This design comes from an exercise in tuning for small area, a short achievable clock period and few clock cycles on the open sky130 flow, not from production work. Where RTL was checked, it was by simulation tests only, not by an equivalence proof against the original. Power figures rest on the tool's default switching activity, not on a simulated workload.

Design mips_core, start of the top module:
module mips_core (
	input wire clk,   
	input wire rst,   
	output wire [31:0] inst_addr,   
	input wire [31:0] inst_data,   
	output wire mem_wen,   
	output wire [31:0] mem_addr,   
	output wire [31:0] mem_dout,   
	input wire [31:0] mem_din   
	);
Settings: LEC_CHECK=0, ABC_CLOCK_PERIOD_IN_PS=2500, CAP_MARGIN=20, CORE_MARGIN=2, CORE_UTILIZATION=40, SETUP_SLACK_MARGIN=3.5, SLEW_MARGIN=20, TNS_END_PERCENT=5; clock period 6.0 ns.
run.sh (not shown) runs the stock make flow with config.mk's settings and CLKGATE_MAP_FILE= SYNTH_SCRIPT=/design/flow/synth_recipe.tcl, a recipe that flattens the netlist after the stock synthesis.
The first run went through all stages and came out clean.
Testbench counts at the start, summed over its fixed seeds: cycles 24,702.
Edit:
--- a/flow/design.v
+++ b/flow/design.v
@@ -81,50 +81,21 @@
 	GPR_RA = 31;
  `timescale 1ns / 1ps
 module alu (
 	input wire [31:0] a, b,   
 	input wire sub,   
 	input wire op_and,   
 	input wire op_or,   
 	input wire op_slt,   
-	input wire inv,   
-	output wire [31:0] result,   
-	output wire [31:0] result_x   
+	output wire [31:0] result   
 	);
-	wire [31:0] p = a ^ b;
-	wire [31:0] g = a & b;
-	wire [31:0] gg [0:5];
-	wire [31:0] pp [0:5];
-	assign gg[0] = g;
-	assign pp[0] = p;
-	genvar k, i;
-	generate
-		for (k = 0; k < 5; k = k + 1) begin : level
-			for (i = 0; i < 32; i = i + 1) begin : bits
-				if (i >= (1 << k)) begin : merge
-					assign gg[k + 1][i] = gg[k][i] | (pp[k][i] & gg[k][i - (1 << k)]);
-					assign pp[k + 1][i] = pp[k][i] & pp[k][i - (1 << k)];
-				end
-				else begin : pass
-					assign gg[k + 1][i] = gg[k][i];
-					assign pp[k + 1][i] = pp[k][i];
-				end
-			end
-		end
-	endgenerate
-	wire [31:0] c = {gg[5][30:0], 1'b0};   
-	wire [31:0] ps = p ^ {32{sub}};
-	wire [31:0] sum = ps ^ c;   
-	wire lt = (a[31] == b[31]) ? ~a[31] : sum[31];
-	wire arith = ~(op_and | op_or | op_slt);
-	wire [31:0] logic_res = op_and ? (a & b) : op_or ? (a | b) : {31'b0, lt};
-	wire [31:0] psk = ps ^ {32{inv}};
-	assign result = arith ? sum : logic_res;
-	assign result_x = arith ? (psk ^ c) : (logic_res ^ {32{inv}});
+	wire [31:0] sum = a + b + {31'b0, sub};
+	wire lt = (a[31] == b[31]) ? a[31] : sum[31];   
+	assign result = op_and ? (a & b) : op_or ? (a | b) : op_slt ? {31'b0, lt} : sum;
 endmodule
  `timescale 1ns / 1ps
 module regfile (
 	input wire clk,   
 	input wire [4:0] addr_a,
 	output wire [31:0] data_a,
 	input wire [4:0] addr_b,
 	output wire [31:0] data_b,
@@ -281,17 +252,17 @@
 	wire f_or = (f_alur & (fn == R_FUNC_OR)) | f_ori;
 	wire f_slt = f_alur & (fn == R_FUNC_SLT);
 	wire [31:0] pc4 = pc + 32'd4;
 	reg [31:0] x_a, x_b, x_t;
 	reg [15:0] x_off;
 	reg [4:0] x_dest;
 	reg x_wen, x_lw, x_sw, x_beq, x_bne;
 	reg x_sub, x_and, x_or, x_slt;
-	wire [31:0] x_result, x_result_x;
+	wire [31:0] x_result;
 	wire x_redirect;
 	reg [31:0] m_result, m_dout;
 	reg [4:0] m_dest;
 	reg m_wen, m_lw, m_sw;
 	wire [31:0] m_value = m_lw ? mem_din : m_result;
 	wire [31:0] rf_a, rf_b;
 	regfile REGFILE (
 		.clk(clk),
@@ -305,17 +276,16 @@
 	);
 	wire a_hit_x = x_wen & (x_dest == rs);
 	wire a_hit_m = m_wen & (m_dest == rs);
 	wire b_hit_x = x_wen & (x_dest == rt);
 	wire b_hit_m = m_wen & (m_dest == rt);
 	wire [31:0] a_old = f_jal ? pc4 : a_hit_m ? m_value : rf_a;
 	wire [31:0] b_old = b_hit_m ? m_value : rf_b;
 	wire [31:0] rs_val = (a_hit_x & ~f_jal) ? x_result : a_old;
-	wire [31:0] a_next = (a_hit_x & ~f_jal) ? x_result_x : f_sub ? ~a_old : a_old;
 	wire [31:0] rt_val = b_hit_x ? x_result : b_old;
 	wire [31:0] imm_val = {{16{f_sext & imm[15]}}, imm};
 	wire stall = x_lw & ((f_use_rs & a_hit_x) | (f_use_rt & b_hit_x));
 	wire kill = rst | x_redirect | stall;
 	always @(posedge clk) begin
 		if (rst)
 			pc <= PC_RESET;
 		else if (x_redirect)
@@ -326,18 +296,18 @@
 			pc <= {pc[31:28], inst[25:0], 2'b00};
 		else if (f_jr)
 			pc <= rs_val;
 		else
 			pc <= pc4;
 	end
 	assign inst_addr = pc;
 	always @(posedge clk) begin
-		x_a <= a_next;
-		x_b <= f_imm ? imm_val : rt_val;
+		x_a <= rs_val;
+		x_b <= f_imm ? imm_val : f_sub ? ~rt_val : rt_val;   
 		x_t <= (f_beq | f_bne) ? pc4 : rt_val;
 		x_off <= imm;
 		x_dest <= f_dest;
 		x_sub <= f_sub;
 		x_and <= f_and;
 		x_or <= f_or;
 		x_slt <= f_slt;
 		if (kill) begin
@@ -357,19 +327,17 @@
 	end
 	alu ALU (
 		.a(x_a),
 		.b(x_b),
 		.sub(x_sub),
 		.op_and(x_and),
 		.op_or(x_or),
 		.op_slt(x_slt),
-		.inv(f_sub),
-		.result(x_result),
-		.result_x(x_result_x)
+		.result(x_result)
 	);
 	wire x_eq = (x_a == x_b);
 	wire [31:0] x_target = x_t + {{14{x_off[15]}}, x_off, 2'b00};
 	assign x_redirect = (x_beq & x_eq) | (x_bne & ~x_eq);
 	always @(posedge clk) begin
 		m_result <= x_result;
 		m_dout <= x_t;
 		m_dest <= x_dest;
Outcome: Wire length stays flat; cell area rises by 0.33%; power rises by about 1.2%; final cell count rises by 0.31%; global-route usage falls by 0.14 points; synthesized cell count falls by 0.76%; setup slack degrades by 0.15 ns; area after synthesis falls by about 0.7%; die area falls by 0.68%; non-clock buffer count rises by 81; utilization rises by 0.77 points.
The RTL of the second run of this note was laid out without a check of its function.

---

mips_core, a different RTL version from the one above (not shown whole).
For scale: about 4,600 cells after synthesis, ~1,200 flip-flops, about 0.056 mm^2 of cells after synthesis.
clock: 6.0 ns
lec_check: 0
cap_margin: 20
core_margin: 2
core_utilization: 40
cts_buf_list: sky130_fd_sc_hd__clkbuf_8
setup_slack_margin: 3.25
slew_margin: 20
tns_end_percent: 5
Testbench counts at the start, summed over its fixed seeds: cycles 24,582.
Then changed:
--- a/flow/design.v
+++ b/flow/design.v
@@ -266,32 +266,31 @@
 	wire f_beq = (op == INST_BEQ);
 	wire f_bne = (op == INST_BNE);
 	wire f_addi = (op == INST_ADDI);
 	wire f_andi = (op == INST_ANDI);
 	wire f_ori = (op == INST_ORI);
 	wire f_lw = (op == INST_LW);
 	wire f_sw = (op == INST_SW);
 	wire f_use_rs = f_alur | f_jr | f_beq | f_bne | f_addi | f_andi | f_ori | f_lw | f_sw;
-	wire f_use_rt = f_alur | f_beq | f_bne;   
+	wire f_use_rt = f_alur | f_beq | f_bne | f_sw;
 	wire f_imm = f_addi | f_andi | f_ori | f_lw | f_sw;
 	wire f_sext = f_addi | f_lw | f_sw;
 	wire [4:0] f_dest = f_alur ? rd : f_jal ? 5'd31 : rt;
 	wire f_wen = (f_alur | f_jal | f_addi | f_andi | f_ori | f_lw) & (f_dest != 5'd0);
 	wire f_sub = f_alur & ((fn == R_FUNC_SUB) | (fn == R_FUNC_SLT));
 	wire f_and = (f_alur & (fn == R_FUNC_AND)) | f_andi;
 	wire f_or = (f_alur & (fn == R_FUNC_OR)) | f_ori;
 	wire f_slt = f_alur & (fn == R_FUNC_SLT);
 	wire [31:0] pc4 = pc + 32'd4;
 	reg [31:0] x_a, x_b, x_t;
 	reg [15:0] x_off;
 	reg [4:0] x_dest;
 	reg x_wen, x_lw, x_sw, x_beq, x_bne;
 	reg x_sub, x_and, x_or, x_slt;
-	reg x_tfwd;   
 	wire [31:0] x_result, x_result_x;
 	wire x_redirect;
 	reg [31:0] m_result, m_dout;
 	reg [4:0] m_dest;
 	reg m_wen, m_lw, m_sw;
 	wire [31:0] m_value = m_lw ? mem_din : m_result;
 	wire [31:0] rf_a, rf_b;
 	regfile REGFILE (
@@ -329,18 +328,17 @@
 			pc <= rs_val;
 		else
 			pc <= pc4;
 	end
 	assign inst_addr = pc;
 	always @(posedge clk) begin
 		x_a <= a_next;
 		x_b <= f_imm ? imm_val : rt_val;
-		x_t <= (f_beq | f_bne) ? pc4 : b_old;
-		x_tfwd <= b_hit_x;
+		x_t <= (f_beq | f_bne) ? pc4 : rt_val;
 		x_off <= imm;
 		x_dest <= f_dest;
 		x_sub <= f_sub;
 		x_and <= f_and;
 		x_or <= f_or;
 		x_slt <= f_slt;
 		if (kill) begin
 			x_wen <= 0;
@@ -368,17 +366,17 @@
 		.result(x_result),
 		.result_x(x_result_x)
 	);
 	wire x_eq = (x_a == x_b);
 	wire [31:0] x_target = x_t + {{14{x_off[15]}}, x_off, 2'b00};
 	assign x_redirect = (x_beq & x_eq) | (x_bne & ~x_eq);
 	always @(posedge clk) begin
 		m_result <= x_result;
-		m_dout <= x_tfwd ? m_value : x_t;
+		m_dout <= x_t;
 		m_dest <= x_dest;
 		if (rst) begin
 			m_wen <= 0;
 			m_lw <= 0;
 			m_sw <= 0;
 		end
 		else begin
 			m_wen <= x_wen;
Worst setup slack improves by 0.097 ns. Synthesized area goes up slightly. Cell area came out higher slightly. Die area is higher slightly. Register-to-register slack improved by 0.16 ns. Maximum frequency came out higher by a few percent. Critical path depth is lower by 3. Global-route usage grows by 0.65 points. Clock power came out lower by a few percent. Flip-flop and latch count shrinks by 1.
Testbench counts after the change, summed over its fixed seeds: cycles 24,702.

---

The RTL this note starts from:
==> flow/design.v <==
`timescale 1ns / 1ps
localparam
	PC_NEXT    = 0,
	PC_JUMP    = 1,
	PC_JR      = 2,
	PC_BEQ     = 4,
	PC_BNE     = 5;
localparam
	EXE_A_RS     = 0,
	EXE_A_LINK   = 2,
	EXE_A_BRANCH = 3;
localparam
	EXE_B_RT     = 0,
	EXE_B_IMM    = 1,
	EXE_B_LINK   = 2,
	EXE_B_BRANCH = 3;
localparam
	EXE_ALU_ADD    = 0,
	EXE_ALU_SUB    = 1,
	EXE_ALU_SLT    = 2,
	EXE_ALU_AND    = 4,
	EXE_ALU_OR     = 5;
localparam
	WB_ADDR_RD    = 0,
	WB_ADDR_RT    = 1,
	WB_ADDR_LINK  = 2;
localparam
	WB_DATA_ALU   = 0,
	WB_DATA_MEM   = 1;
localparam
	PC_RESET  = 32'h0000_0000;
localparam   
	INST_R          = 6'b000000,   
	R_FUNC_JR       = 6'b001000,
	R_FUNC_ADD      = 6'b100000,
	R_FUNC_SUB      = 6'b100010,
	R_FUNC_AND      = 6'b100100,
	R_FUNC_OR       = 6'b100101,
	R_FUNC_SLT      = 6'b101010,
	INST_J          = 6'b000010,
	INST_JAL        = 6'b000011,
	INST_BEQ        = 6'b000100,
	INST_BNE        = 6'b000101,
	INST_ADDI       = 6'b001000,
	INST_ANDI       = 6'b001100,
	INST_ORI        = 6'b001101,
	INST_LW         = 6'b100011,
	INST_SW         = 6'b101011;
localparam
	GPR_ZERO = 0,
	GPR_AT = 1,
	GPR_V0 = 2,
	GPR_V1 = 3,
	GPR_A0 = 4,
	GPR_A1 = 5,
	GPR_A2 = 6,
	GPR_A3 = 7,
	GPR_T0 = 8,
	GPR_T1 = 9,
	GPR_T2 = 10,
	GPR_T3 = 11,
	GPR_T4 = 12,
	GPR_T5 = 13,
	GPR_T6 = 14,
	GPR_T7 = 15,
	GPR_S0 = 16,
	GPR_S1 = 17,
	GPR_S2 = 18,
	GPR_S3 = 19,
	GPR_S4 = 20,
	GPR_S5 = 21,
	GPR_S6 = 22,
	GPR_S7 = 23,
	GPR_T8 = 24,
	GPR_T9 = 25,
	GPR_K0 = 26,
	GPR_K1 = 27,
	GPR_GP = 28,
	GPR_SP = 29,
	GPR_FP = 30,
	GPR_RA = 31;
 `timescale 1ns / 1ps
module alu (
	input wire [31:0] a, b,   
	input wire sub,   
	input wire op_and,   
	input wire op_or,   
	input wire op_slt,   
	output wire [31:0] result   
	);
	wire [31:0] sum = a + (sub ? ~b : b) + {31'b0, sub};
	wire lt = (a[31] != b[31]) ? a[31] : sum[31];
	assign result = op_and ? (a & b) : op_or ? (a | b) : op_slt ? {31'b0, lt} : sum;
endmodule
 `timescale 1ns / 1ps
module regfile (
	input wire clk,   
	input wire [4:0] addr_a,
	output wire [31:0] data_a,
	input wire [4:0] addr_b,
	output wire [31:0] data_b,
	input wire en_w,
	input wire [4:0] addr_w,
	input wire [31:0] data_w
	);
	reg [31:0] regfile [1:31];   
	always @(posedge clk) begin
		if (en_w && addr_w != 0)
			regfile[addr_w] <= data_w;
	end
	assign data_a = (addr_a == 0) ? 32'b0 : regfile[addr_a];
	assign data_b = (addr_b == 0) ? 32'b0 : regfile[addr_b];
endmodule
 `timescale 1ns / 1ps
module mips_core (
	input wire clk,   
	input wire rst,   
	output wire [31:0] inst_addr,   
	input wire [31:0] inst_data,   
	output wire mem_wen,   
	output wire [31:0] mem_addr,   
	output wire [31:0] mem_dout,   
	input wire [31:0] mem_din   
	);
localparam
	PC_NEXT    = 0,
	PC_JUMP    = 1,
	PC_JR      = 2,
	PC_BEQ     = 4,
	PC_BNE     = 5;
localparam
	EXE_A_RS     = 0,
	EXE_A_LINK   = 2,
	EXE_A_BRANCH = 3;
localparam
	EXE_B_RT     = 0,
	EXE_B_IMM    = 1,
	EXE_B_LINK   = 2,
	EXE_B_BRANCH = 3;
localparam
	EXE_ALU_ADD    = 0,
	EXE_ALU_SUB    = 1,
	EXE_ALU_SLT    = 2,
	EXE_ALU_AND    = 4,
	EXE_ALU_OR     = 5;
localparam
	WB_ADDR_RD    = 0,
	WB_ADDR_RT    = 1,
	WB_ADDR_LINK  = 2;
localparam
	WB_DATA_ALU   = 0,
	WB_DATA_MEM   = 1;
localparam
	PC_RESET  = 32'h0000_0000;
localparam   
	INST_R          = 6'b000000,   
	R_FUNC_JR       = 6'b001000,
	R_FUNC_ADD      = 6'b100000,
	R_FUNC_SUB      = 6'b100010,
	R_FUNC_AND      = 6'b100100,
	R_FUNC_OR       = 6'b100101,
	R_FUNC_SLT      = 6'b101010,
	INST_J          = 6'b000010,
	INST_JAL        = 6'b000011,
	INST_BEQ        = 6'b000100,
	INST_BNE        = 6'b000101,
	INST_ADDI       = 6'b001000,
	INST_ANDI       = 6'b001100,
	INST_ORI        = 6'b001101,
	INST_LW         = 6'b100011,
	INST_SW         = 6'b101011;
localparam
	GPR_ZERO = 0,
	GPR_AT = 1,
	GPR_V0 = 2,
	GPR_V1 = 3,
	GPR_A0 = 4,
	GPR_A1 = 5,
	GPR_A2 = 6,
	GPR_A3 = 7,
	GPR_T0 = 8,
	GPR_T1 = 9,
	GPR_T2 = 10,
	GPR_T3 = 11,
	GPR_T4 = 12,
	GPR_T5 = 13,
	GPR_T6 = 14,
	GPR_T7 = 15,
	GPR_S0 = 16,
	GPR_S1 = 17,
	GPR_S2 = 18,
	GPR_S3 = 19,
	GPR_S4 = 20,
	GPR_S5 = 21,
	GPR_S6 = 22,
	GPR_S7 = 23,
	GPR_T8 = 24,
	GPR_T9 = 25,
	GPR_K0 = 26,
	GPR_K1 = 27,
	GPR_GP = 28,
	GPR_SP = 29,
	GPR_FP = 30,
	GPR_RA = 31;
	reg [31:0] pc;
	wire [31:0] inst = inst_data;
	wire [5:0] op = inst[31:26];
	wire [5:0] fn = inst[5:0];
	wire [4:0] rs = inst[25:21];
	wire [4:0] rt = inst[20:16];
	wire [4:0] rd = inst[15:11];
	wire [15:0] imm = inst[15:0];
	wire f_rtype = (op == INST_R);
	wire f_alur = f_rtype & ((fn == R_FUNC_ADD) | (fn == R_FUNC_SUB) | (fn == R_FUNC_AND) | (fn == R_FUNC_OR) | (fn == R_FUNC_SLT));
	wire f_jr = f_rtype & (fn == R_FUNC_JR);
	wire f_j = (op == INST_J);
	wire f_jal = (op == INST_JAL);
	wire f_beq = (op == INST_BEQ);
	wire f_bne = (op == INST_BNE);
	wire f_addi = (op == INST_ADDI);
	wire f_andi = (op == INST_ANDI);
	wire f_ori = (op == INST_ORI);
	wire f_lw = (op == INST_LW);
	wire f_sw = (op == INST_SW);
	wire f_use_rs = f_alur | f_jr | f_beq | f_bne | f_addi | f_andi | f_ori | f_lw | f_sw;
	wire f_use_rt = f_alur | f_beq | f_bne | f_sw;
	wire f_imm = f_addi | f_andi | f_ori | f_lw | f_sw;
	wire f_sext = f_addi | f_lw | f_sw;
	wire [4:0] f_dest = f_alur ? rd : f_jal ? 5'd31 : rt;
	wire f_wen = (f_alur | f_jal | f_addi | f_andi | f_ori | f_lw) & (f_dest != 5'd0);
	wire f_sub = f_alur & ((fn == R_FUNC_SUB) | (fn == R_FUNC_SLT));
	wire f_and = (f_alur & (fn == R_FUNC_AND)) | f_andi;
	wire f_or = (f_alur & (fn == R_FUNC_OR)) | f_ori;
	wire f_slt = f_alur & (fn == R_FUNC_SLT);
	wire [31:0] pc4 = pc + 32'd4;
	wire [31:0] f_target = pc4 + {{14{imm[15]}}, imm, 2'b00};
	reg [31:0] x_a, x_b, x_t;
	reg [4:0] x_dest;
	reg x_wen, x_lw, x_sw, x_beq, x_bne, x_jr;
	reg x_sub, x_and, x_or, x_slt;
	wire [31:0] x_result;
	wire x_redirect;
	wire [31:0] x_redirect_pc;
	reg [31:0] m_result, m_dout;
	reg [4:0] m_dest;
	reg m_wen, m_lw, m_sw;
	wire [31:0] m_value = m_lw ? mem_din : m_result;
	wire [31:0] rf_a, rf_b;
	regfile REGFILE (
		.clk(clk),
		.addr_a(rs),
		.data_a(rf_a),
		.addr_b(rt),
		.data_b(rf_b),
		.en_w(m_wen),
		.addr_w(m_dest),
		.data_w(m_value)
	);
	wire a_hit_x = x_wen & (x_dest == rs);
	wire a_hit_m = m_wen & (m_dest == rs);
	wire b_hit_x = x_wen & (x_dest == rt);
	wire b_hit_m = m_wen & (m_dest == rt);
	wire [31:0] a_old = f_jal ? pc4 : a_hit_m ? m_value : rf_a;
	wire [31:0] b_old = b_hit_m ? m_value : rf_b;
	wire [31:0] rs_val = (a_hit_x & ~f_jal) ? x_result : a_old;
	wire [31:0] rt_val = b_hit_x ? x_result : b_old;
	wire [31:0] imm_val = {{16{f_sext & imm[15]}}, imm};
	wire stall = x_lw & ((f_use_rs & a_hit_x) | (f_use_rt & b_hit_x));
	wire kill = rst | x_redirect | stall;
	always @(posedge clk) begin
		if (rst)
			pc <= PC_RESET;
		else if (x_redirect)
			pc <= x_redirect_pc;
		else if (stall)
			pc <= pc;
		else if (f_j | f_jal)
			pc <= {pc[31:28], inst[25:0], 2'b00};
		else
			pc <= pc4;
	end
	assign inst_addr = pc;
	always @(posedge clk) begin
		x_a <= rs_val;
		x_b <= f_imm ? imm_val : rt_val;
		x_t <= (f_beq | f_bne) ? f_target : rt_val;
		x_dest <= f_dest;
		x_sub <= f_sub;
		x_and <= f_and;
		x_or <= f_or;
		x_slt <= f_slt;
		if (kill) begin
			x_wen <= 0;
			x_lw <= 0;
			x_sw <= 0;
			x_beq <= 0;
			x_bne <= 0;
			x_jr <= 0;
		end
		else begin
			x_wen <= f_wen;
			x_lw <= f_lw;
			x_sw <= f_sw;
			x_beq <= f_beq;
			x_bne <= f_bne;
			x_jr <= f_jr;
		end
	end
	alu ALU (
		.a(x_a),
		.b(x_b),
		.sub(x_sub),
		.op_and(x_and),
		.op_or(x_or),
		.op_slt(x_slt),
		.result(x_result)
	);
	wire x_eq = (x_a == x_b);
	assign x_redirect = x_jr | (x_beq & x_eq) | (x_bne & ~x_eq);
	assign x_redirect_pc = x_jr ? x_a : x_t;
	always @(posedge clk) begin
		m_result <= x_result;
		m_dout <= x_t;
		m_dest <= x_dest;
		if (rst) begin
			m_wen <= 0;
			m_lw <= 0;
			m_sw <= 0;
		end
		else begin
			m_wen <= x_wen;
			m_lw <= x_lw;
			m_sw <= x_sw;
		end
	end
	assign mem_wen = m_sw;
	assign mem_addr = m_result;
	assign mem_dout = m_dout;
endmodule
clock: 6.0 ns
lec_check: 0
abc_clock_period_in_ps: 2500
cap_margin: 20
core_margin: 2
core_utilization: 40
setup_slack_margin: 3.5
slew_margin: 20
The baseline went through all stages and came out clean.
Next try:
--- a/flow/design.v
+++ b/flow/design.v
@@ -231,18 +231,17 @@
 	wire f_sub = f_alur & ((fn == R_FUNC_SUB) | (fn == R_FUNC_SLT));
 	wire f_and = (f_alur & (fn == R_FUNC_AND)) | f_andi;
 	wire f_or = (f_alur & (fn == R_FUNC_OR)) | f_ori;
 	wire f_slt = f_alur & (fn == R_FUNC_SLT);
 	wire [31:0] pc4 = pc + 32'd4;
-	wire [31:0] f_target = pc4 + {{14{imm[15]}}, imm, 2'b00};
 	reg [31:0] x_a, x_b, x_t;
+	reg [15:0] x_off;
 	reg [4:0] x_dest;
-	reg x_wen, x_lw, x_sw, x_beq, x_bne, x_jr;
+	reg x_wen, x_lw, x_sw, x_beq, x_bne;
 	reg x_sub, x_and, x_or, x_slt;
 	wire [31:0] x_result;
 	wire x_redirect;
-	wire [31:0] x_redirect_pc;
 	reg [31:0] m_result, m_dout;
 	reg [4:0] m_dest;
 	reg m_wen, m_lw, m_sw;
 	wire [31:0] m_value = m_lw ? mem_din : m_result;
 	wire [31:0] rf_a, rf_b;
@@ -269,23 +268,26 @@
 	wire kill = rst | x_redirect | stall;
 	always @(posedge clk) begin
 		if (rst)
 			pc <= PC_RESET;
 		else if (x_redirect)
-			pc <= x_redirect_pc;
+			pc <= x_target;
 		else if (stall)
 			pc <= pc;
 		else if (f_j | f_jal)
 			pc <= {pc[31:28], inst[25:0], 2'b00};
+		else if (f_jr)
+			pc <= rs_val;
 		else
 			pc <= pc4;
 	end
 	assign inst_addr = pc;
 	always @(posedge clk) begin
 		x_a <= rs_val;
 		x_b <= f_imm ? imm_val : rt_val;
-		x_t <= (f_beq | f_bne) ? f_target : rt_val;
+		x_t <= (f_beq | f_bne) ? pc4 : rt_val;
+		x_off <= imm;
 		x_dest <= f_dest;
 		x_sub <= f_sub;
 		x_and <= f_and;
 		x_or <= f_or;
 		x_slt <= f_slt;
@@ -293,19 +295,17 @@
 			x_wen <= 0;
 			x_lw <= 0;
 			x_sw <= 0;
 			x_beq <= 0;
 			x_bne <= 0;
-			x_jr <= 0;
 		end
 		else begin
 			x_wen <= f_wen;
 			x_lw <= f_lw;
 			x_sw <= f_sw;
 			x_beq <= f_beq;
 			x_bne <= f_bne;
-			x_jr <= f_jr;
 		end
 	end
 	alu ALU (
 		.a(x_a),
 		.b(x_b),
@@ -314,12 +314,12 @@
 		.op_or(x_or),
 		.op_slt(x_slt),
 		.result(x_result)
 	);
 	wire x_eq = (x_a == x_b);
-	assign x_redirect = x_jr | (x_beq & x_eq) | (x_bne & ~x_eq);
-	assign x_redirect_pc = x_jr ? x_a : x_t;
+	wire [31:0] x_target = x_t + {{14{x_off[15]}}, x_off, 2'b00};
+	assign x_redirect = (x_beq & x_eq) | (x_bne & ~x_eq);
 	always @(posedge clk) begin
 		m_result <= x_result;
 		m_dout <= x_t;
 		m_dest <= x_dest;
 		if (rst) begin
Worst setup slack gets better by 0.13 ns. Non-clock buffer count came out lower by 69. Synthesized cell count came out higher by a few percent. Clock power came out higher by a few percent. Worst hold slack gets better by 0.012 ns. First-iteration DRC count came out higher by roughly a tenth. Clock-buffer cell count came out lower by 9. Final area came out lower slightly. Global-route usage came out lower by 0.20 points.
No run of this note included a check of the RTL's function; only the layout flow was run.

## what the ideal ports hide
The results above use ideal ports. As a check the final layouts listed here were re-extracted and re-timed, cells and wires unchanged.
Step 1 sets driving cells, clkbuf_16 on the clock port and buf_2 on the other inputs (assumed; they add their load-dependent delay and slew).
Step 2, shift: input delay + t, output delay - t, t = (earliest + latest rising clock arrival at the registers) / 2. This alone moves slack from input paths to output paths.
a / b / c = no drivers / after step 1 / after step 2; a / b = the first two.
| run | shift t [ns] | slack for setup (ns) | worst register clock-pin slew, ns |
|---|---|---|---|
| the first run of note 1 | 0.891 | 2.709 / 2.662 / 1.771 | 0.07 / 0.07 |
| the second run of note 1 | 0.883 | 2.555 / 2.555 / 1.728 | 0.07 / 0.07 |
| the first run of note 2 | 1.069 | 2.545 / 2.545 / 1.655 | 0.09 / 0.09 |
| the second run of note 2 | 1.046 | 2.641 / 2.565 / 1.623 | 0.07 / 0.07 |
| the first run of note 3 | 0.874 | 2.458 / 2.458 / 1.611 | 0.07 / 0.07 |
| the second run of note 3 | 0.863 | 2.592 / 2.434 / 1.571 | 0.07 / 0.07 |
After both steps every run listed still meets setup and hold. The setup slack of the second run of note 3, which loses most, moves by -0.158 ns with the drivers and by -1.021 ns with both steps.
